Source: an optimization exercise on an open RTL-to-GDS flow (aim: small area). Production flows keep margins and buffers that such runs may drop. RTL that was checked went through simulation tests only; none was proved equivalent to the original. Power and IR drop assume default switching activity.

## job 6068
## uart_stopwatch
module uart_stopwatch (
    input        clk,
    input        rst,
    input        btn_R,
    input        btn_L,
    input        btn_U,
    input        rx,
    output       tx,
    output [3:0] fnd_com,
    output [7:0] fnd_data
);
For scale: about 550 cells after synthesis, ~230 flip-flops, roughly 19 I/O pins, about 0.0074 mm² of cells after synthesis.
export LEC_CHECK = 0
export CAP_MARGIN = 20
export CORE_MARGIN = 2
export CORE_UTILIZATION = 50
export SLEW_MARGIN = 20
create_clock -name core_clock -period 20.0 [get_ports {clk}]
standard.sh (not shown) runs the stock make flow with config.mk's settings and CLKGATE_MAP_FILE= SYNTH_SCRIPT=/design/flow/synth_recipe.tcl, a recipe that flattens the netlist after the stock synthesis.
==> flow/flow/run.sh <==
#!/bin/bash
# The standard layout (standard.sh) with three changes:
#  - synthesis maps the logic with the area-oriented ABC script flow/area.abc
#    (registers are mapped before ABC, exactly as in the standard synthesis);
#  - clock tree synthesis adds no dummy loads;
#  - the port buffers are the smallest buffer cell.
set -euo pipefail
W=$PWD
cat flow/abc_override.tcl synth_recipe.tcl > synth_recipe_area.tcl
sed "s#SYNTH_SCRIPT=[^ ]*#SYNTH_SCRIPT=$W/synth_recipe_area.tcl#" standard.sh > standard_area.sh
export MY_ABC_SCRIPT=$W/flow/area.abc
export CTS_ARGS="-sink_clustering_enable -repair_clock_nets -dont_use_dummy_load -sink_clustering_size 16 -sink_clustering_max_diameter 50 -buf_list \"sky130_fd_sc_hd__clkbuf_4 sky130_fd_sc_hd__clkbuf_8\""
export BUFFER_PORTS_ARGS="-buffer_cell sky130_fd_sc_hd__buf_1"
bash standard_area.sh > standard_flow.log 2>&1
==> flow/flow/abc_override.tcl <==
# Prepended to the standard flow's synthesis script: every abc call runs the ABC script
# named by MY_ABC_SCRIPT (an area-oriented mapping) instead of ORFS's.
# Registers are mapped before abc runs, so they are the standard synthesis's.
proc abc {args} {
  set i [lsearch $args -script]
  if { $i >= 0 && [info exists ::env(MY_ABC_SCRIPT)] } {
    set args [lreplace $args [expr {$i + 1}] [expr {$i + 1}] $::env(MY_ABC_SCRIPT)]
  }
  yosys abc {*}$args
}
==> flow/flow/area.abc <==
&get -n
&st
&dc2
&syn3
&synch2
&if -K 6 -a
&mfs
&st
&dch -f
&nf -a -R 2000
&put
What job 6787 does differently from job 6068 at the input level:
--- a/flow/flow/run.sh
+++ b/flow/flow/run.sh
@@ -11,3 +11,3 @@
 export MY_ABC_SCRIPT=$W/flow/area.abc
-export CTS_ARGS="-sink_clustering_enable -repair_clock_nets -dont_use_dummy_load -sink_clustering_size 16 -sink_clustering_max_diameter 50 -buf_list \"sky130_fd_sc_hd__clkbuf_4 sky130_fd_sc_hd__clkbuf_8\""
+export CTS_ARGS="-sink_clustering_enable -repair_clock_nets -dont_use_dummy_load -sink_clustering_size 10 -sink_clustering_max_diameter 40 -buf_list sky130_fd_sc_hd__clkbuf_4"
 export BUFFER_PORTS_ARGS="-buffer_cell sky130_fd_sc_hd__buf_1"
Notes after the runs:
On share of the cycle needed by the critical path after routing, job 6787 and job 6068 are basically level. Cmp job 6787 and job 6068 / proportion of cell area occupied by multi-input gates / lower: job 6068. When job 6787 is set beside job 6068, its cell area turns out to be about 0.6% smaller. Proportion of total power due to net switching: higher on job 6787. As far as leakage power is concerned, job 6068 and job 6787 perform about the same.
## Diff of input files: job 9549 against job 6787
--- a/flow/flow/run.sh
+++ b/flow/flow/run.sh
@@ -11,3 +11,3 @@
 export MY_ABC_SCRIPT=$W/flow/area.abc
-export CTS_ARGS="-sink_clustering_enable -repair_clock_nets -dont_use_dummy_load -sink_clustering_size 10 -sink_clustering_max_diameter 40 -buf_list sky130_fd_sc_hd__clkbuf_4"
+export CTS_ARGS="-sink_clustering_enable -repair_clock_nets -dont_use_dummy_load -sink_clustering_size 22 -sink_clustering_max_diameter 50 -buf_list sky130_fd_sc_hd__clkbuf_8"
 export BUFFER_PORTS_ARGS="-buffer_cell sky130_fd_sc_hd__buf_1"
### Flow results
Between job 6787 and job 9549, the flow reports wire length decreasing slightly. Going from job 6787 to job 9549, final layout net count shrank by a few percent. Changes observed in job 9549 relative to job 6787: total clock buffers created by CTS down 14, standby leakage power down 0.39%. Part of the power in the clock network is higher on job 9549. Job 9549: fraction of met3 tracks used by global routing 1.2 points below job 6787. Comparing the two runs side by side, job 9549 comes out ahead of job 6787 on time the worst path needs with I/O delays and setup. Job 6787 → job 9549: worst hold slack decreased 0.025 ns, fraction of standard cell area that is sequential now smaller, final cycle utilization of the critical path shows no meaningful change.
> inputs changed (job 9549 -> job 8555)
--- a/flow/flow/run.sh
+++ b/flow/flow/run.sh
@@ -11,3 +11,3 @@
 export MY_ABC_SCRIPT=$W/flow/area.abc
-export CTS_ARGS="-sink_clustering_enable -repair_clock_nets -dont_use_dummy_load -sink_clustering_size 22 -sink_clustering_max_diameter 50 -buf_list sky130_fd_sc_hd__clkbuf_8"
+export CTS_ARGS="-sink_clustering_enable -repair_clock_nets -dont_use_dummy_load -sink_clustering_size 20 -sink_clustering_max_diameter 60 -buf_list sky130_fd_sc_hd__clkbuf_8"
 export BUFFER_PORTS_ARGS="-buffer_cell sky130_fd_sc_hd__buf_1"
==> flow/flow/area.abc <==
&get -n
&st
&synch2
&if -K 6 -a
&mfs
&st
&dch -f
&nf -a -R 1000
&put
Findings:
- Job 8555 vs job 9549, global-route usage over all layers went up by 0.34 points.
- When job 8555 is measured against job 9549, its final critical delay including setup and external delays turns out 0.034 ns lower.
- Between job 9549 and job 8555, the clock tree cell share of total cell area is higher for job 9549.
- Status: sequential share of layout area parity (job 8555, job 9549)
- Transition time at the pin with the least slew margin (higher): job 8555
- Power: job 8555 draws less than job 9549

---

uart_stopwatch, a different RTL version from the one above (not shown whole).
Size: roughly 230 flip-flops, roughly 19 I/O pins, roughly 7300 um2 of cells after synthesis.
Settings: LEC_CHECK=0, CAP_MARGIN=0, CORE_MARGIN=2, CORE_UTILIZATION=50, SLEW_MARGIN=0; clock period 20.0 ns.
==> flow/flow/run.sh <==
#!/bin/bash
# The standard layout (standard.sh) with three changes:
#  - synthesis maps the logic with the area-oriented ABC script flow/area.abc
#    (registers are mapped before ABC, exactly as in the standard synthesis);
#  - clock tree synthesis adds no dummy loads;
#  - the port buffers are the smallest buffer cell.
set -euo pipefail
W=$PWD
cat flow/abc_override.tcl synth_recipe.tcl > synth_recipe_area.tcl
sed "s#SYNTH_SCRIPT=[^ ]*#SYNTH_SCRIPT=$W/synth_recipe_area.tcl#" standard.sh > standard_area.sh
export MY_ABC_SCRIPT=$W/flow/area.abc
export CTS_ARGS="-sink_clustering_enable -repair_clock_nets -dont_use_dummy_load -sink_clustering_size 12 -sink_clustering_max_diameter 40 -buf_list sky130_fd_sc_hd__clkbuf_4"
export BUFFER_PORTS_ARGS="-buffer_cell sky130_fd_sc_hd__buf_1"
bash standard_area.sh > standard_flow.log 2>&1
==> flow/flow/area.abc <==
&get -n
&st
&dc2
&syn3
&synch2
&if -K 6 -a
&mfs
&st
&dch -f
&nf -a -R 2000
&put
Scripts as last shown in full above: flow/flow/abc_override.tcl
The baseline produced a clean layout.
Change:
--- a/flow/flow/run.sh
+++ b/flow/flow/run.sh
@@ -11,3 +11,3 @@
 export MY_ABC_SCRIPT=$W/flow/area.abc
-export CTS_ARGS="-sink_clustering_enable -repair_clock_nets -dont_use_dummy_load -sink_clustering_size 12 -sink_clustering_max_diameter 40 -buf_list sky130_fd_sc_hd__clkbuf_4"
+export CTS_ARGS="-sink_clustering_enable -repair_clock_nets -dont_use_dummy_load -sink_clustering_size 11 -sink_clustering_max_diameter 40 -buf_list sky130_fd_sc_hd__clkbuf_4"
 export BUFFER_PORTS_ARGS="-buffer_cell sky130_fd_sc_hd__buf_1"
CAP_MARGIN = 20   (was 0)
SLEW_MARGIN = 20   (was 0)
What happened: Critical path depth does not change. Worst setup slack loses 67 ps. Design area barely changes. Final cell count barely changes.
Change:
--- a/flow/flow/run.sh
+++ b/flow/flow/run.sh
@@ -11,3 +11,3 @@
 export MY_ABC_SCRIPT=$W/flow/area.abc
-export CTS_ARGS="-sink_clustering_enable -repair_clock_nets -dont_use_dummy_load -sink_clustering_size 11 -sink_clustering_max_diameter 40 -buf_list sky130_fd_sc_hd__clkbuf_4"
+export CTS_ARGS="-sink_clustering_enable -repair_clock_nets -dont_use_dummy_load -sink_clustering_size 12 -sink_clustering_max_diameter 40 -buf_list sky130_fd_sc_hd__clkbuf_4"
 export BUFFER_PORTS_ARGS="-buffer_cell sky130_fd_sc_hd__buf_1"
PLACE_DENSITY = 0.75   (was unset)
After rerunning: Flip-flop and latch count stays the same; register-to-register slack improves by 120 ps; total power is lower by 1.8%; worst setup slack improves by 58 ps; via count rose by 0.69%; final area falls by 0.45%; wire length fell by 2.6%; die area does not change; hold slack loses 42 ps; synthesized cell count is unchanged; count of clock-buffer cells in the layout went down by 4.
Change:
PLACE_DENSITY = unset   (was 0.75)
The changed run completed without violations.
Final cell count increases by 0.52%.
Worst hold slack improves by 65 ps.
Setup slack improves by 8.8 ps.
Combinational power hardly moves.
Change:
PLACE_DENSITY = 0.85   (was unset)
The new run finished with timing, DRC and antenna clean.
Total power is about the same.
Global-route usage climbs by 0.43 points.
Hold slack is worse by 19 ps.
Clock skew drops by 62 ps.
Cell area hardly moves.
Setup slack is worse by 57 ps.
Synthesized cell count is unchanged.

---

Another version of the RTL of uart_stopwatch (not shown whole).
For scale: ~590 cells after synthesis, roughly 230 flip-flops.
// uart_stopwatch
module uart_stopwatch (
    input        clk,
    input        rst,
    input        btn_R,
    input        btn_L,
    input        btn_U,
    input        rx,
    output       tx,
    output [3:0] fnd_com,
    output [7:0] fnd_data
);
clock: 20.0 ns
lec_check: 0
cap_margin: 20
core_margin: 2
core_utilization: 50
slew_margin: 20
==> flow/flow/run.sh <==
#!/bin/bash
cp standard.sh standard_copy.log 2>/dev/null
export CTS_ARGS="-sink_clustering_enable -repair_clock_nets -dont_use_dummy_load -sink_clustering_size 20 -sink_clustering_max_diameter 60 -buf_list sky130_fd_sc_hd__clkbuf_8"
bash standard.sh > standard_flow.log 2>&1
The first run went through all stages and came out clean.
Edit:
==> flow/flow/run.sh (replaced) <==
#!/bin/bash
export CTS_ARGS="-sink_clustering_enable -repair_clock_nets -dont_use_dummy_load -sink_clustering_size 20 -sink_clustering_max_diameter 60 -buf_list sky130_fd_sc_hd__clkbuf_8"
export BUFFER_PORTS_ARGS="-buffer_cell sky130_fd_sc_hd__buf_1"
bash standard.sh > standard_flow.log 2>&1
Utilization went down by 0.61 points; sequential power climbs by about 0.7%; clock power barely changes; setup slack improves by 360 ps.
Edit:
==> flow/run.sh (new file) <==
#!/bin/bash
# synth_recipe.tcl (not shown) runs the flow's synth.tcl, then flattens the netlist and writes it again
# the make line also repeats each setting of config.mk as NAME=value (left out here)
make -C /OpenROAD-flow-scripts/flow DESIGN_CONFIG=/design/flow/config.mk WORK_HOME=/design/flow/orfs CLKGATE_MAP_FILE= SYNTH_SCRIPT=/design/flow/synth_recipe.tcl finish
CTS_BUF_LIST = sky130_fd_sc_hd__clkbuf_8   (was default)
CTS_CLUSTER_DIAMETER = 60   (was default)
CTS_CLUSTER_SIZE = 20   (was default)
removed: flow/flow/run.sh
removed: flow/standard.sh
Outcome: Via count is lower by 0.84%; cell area is higher by about 2.4%; synthesized cell count is unchanged; global-route usage is higher by 0.63 points; wire length is higher by 2.4%; total power is higher by 4.7%; utilization is higher by 1.3 points; worst setup slack gets worse by 400 ps; fmax is lower by 6.0%.
Function was not checked in any run of this note: the RTL went through the layout flow alone.

==> what the ideal ports hide <==
Ports are ideal in the flow. The routed layouts listed here were re-timed in OpenROAD. Step 1: set_driving_cell puts a clkbuf_16 on clk and a buf_2 on each other input, an assumption about the parent block. Step 2 also shifts input and output timing later by t, the mid clock arrival at the registers, as if the neighbouring blocks saw the same clock. a / b / c = no drivers / after step 1 / after step 2; a / b = the first two.
run | t, ns | setup WS [ns] | worst setup path after step 2 | latest minus earliest clock arrival (ns)
job 6068 | 0.525 | 13.531 / 13.496 / 14.021 | register to output | 0.096 / 0.096
job 6787 | 0.583 | 13.518 / 13.485 / 14.068 | register to output | 0.096 / 0.096
job 9549 | 0.528 | 13.531 / 13.495 / 14.023 | register to output | 0.092 / 0.092
job 8555 | 0.518 | 13.565 / 13.528 / 14.046 | register to output | 0.063 / 0.063
the first run of note 2 | 0.627 | 13.522 / 13.489 / 14.117 | register to output | 0.103 / 0.103
the second run of note 2 | 0.657 | 13.455 / 13.421 / 14.079 | register to output | 0.065 / 0.065
the third run of note 2 | 0.597 | 13.513 / 13.481 / 14.078 | register to output | 0.085 / 0.085
the fourth run of note 2 | 0.627 | 13.522 / 13.489 / 14.117 | register to output | 0.103 / 0.103
the fifth run of note 2 | 0.623 | 13.465 / 13.433 / 14.055 | register to output | 0.066 / 0.065
the first run of note 3 | 0.516 | 13.333 / 13.297 / 13.813 | register to output | 0.058 / 0.058
the second run of note 3 | 0.506 | 13.688 / 13.652 / 14.159 | register to output | 0.071 / 0.071
the third run of note 3 | 0.543 | 13.289 / 13.253 / 13.796 | register to output | 0.033 / 0.032
After both steps every run listed still meets setup and hold.
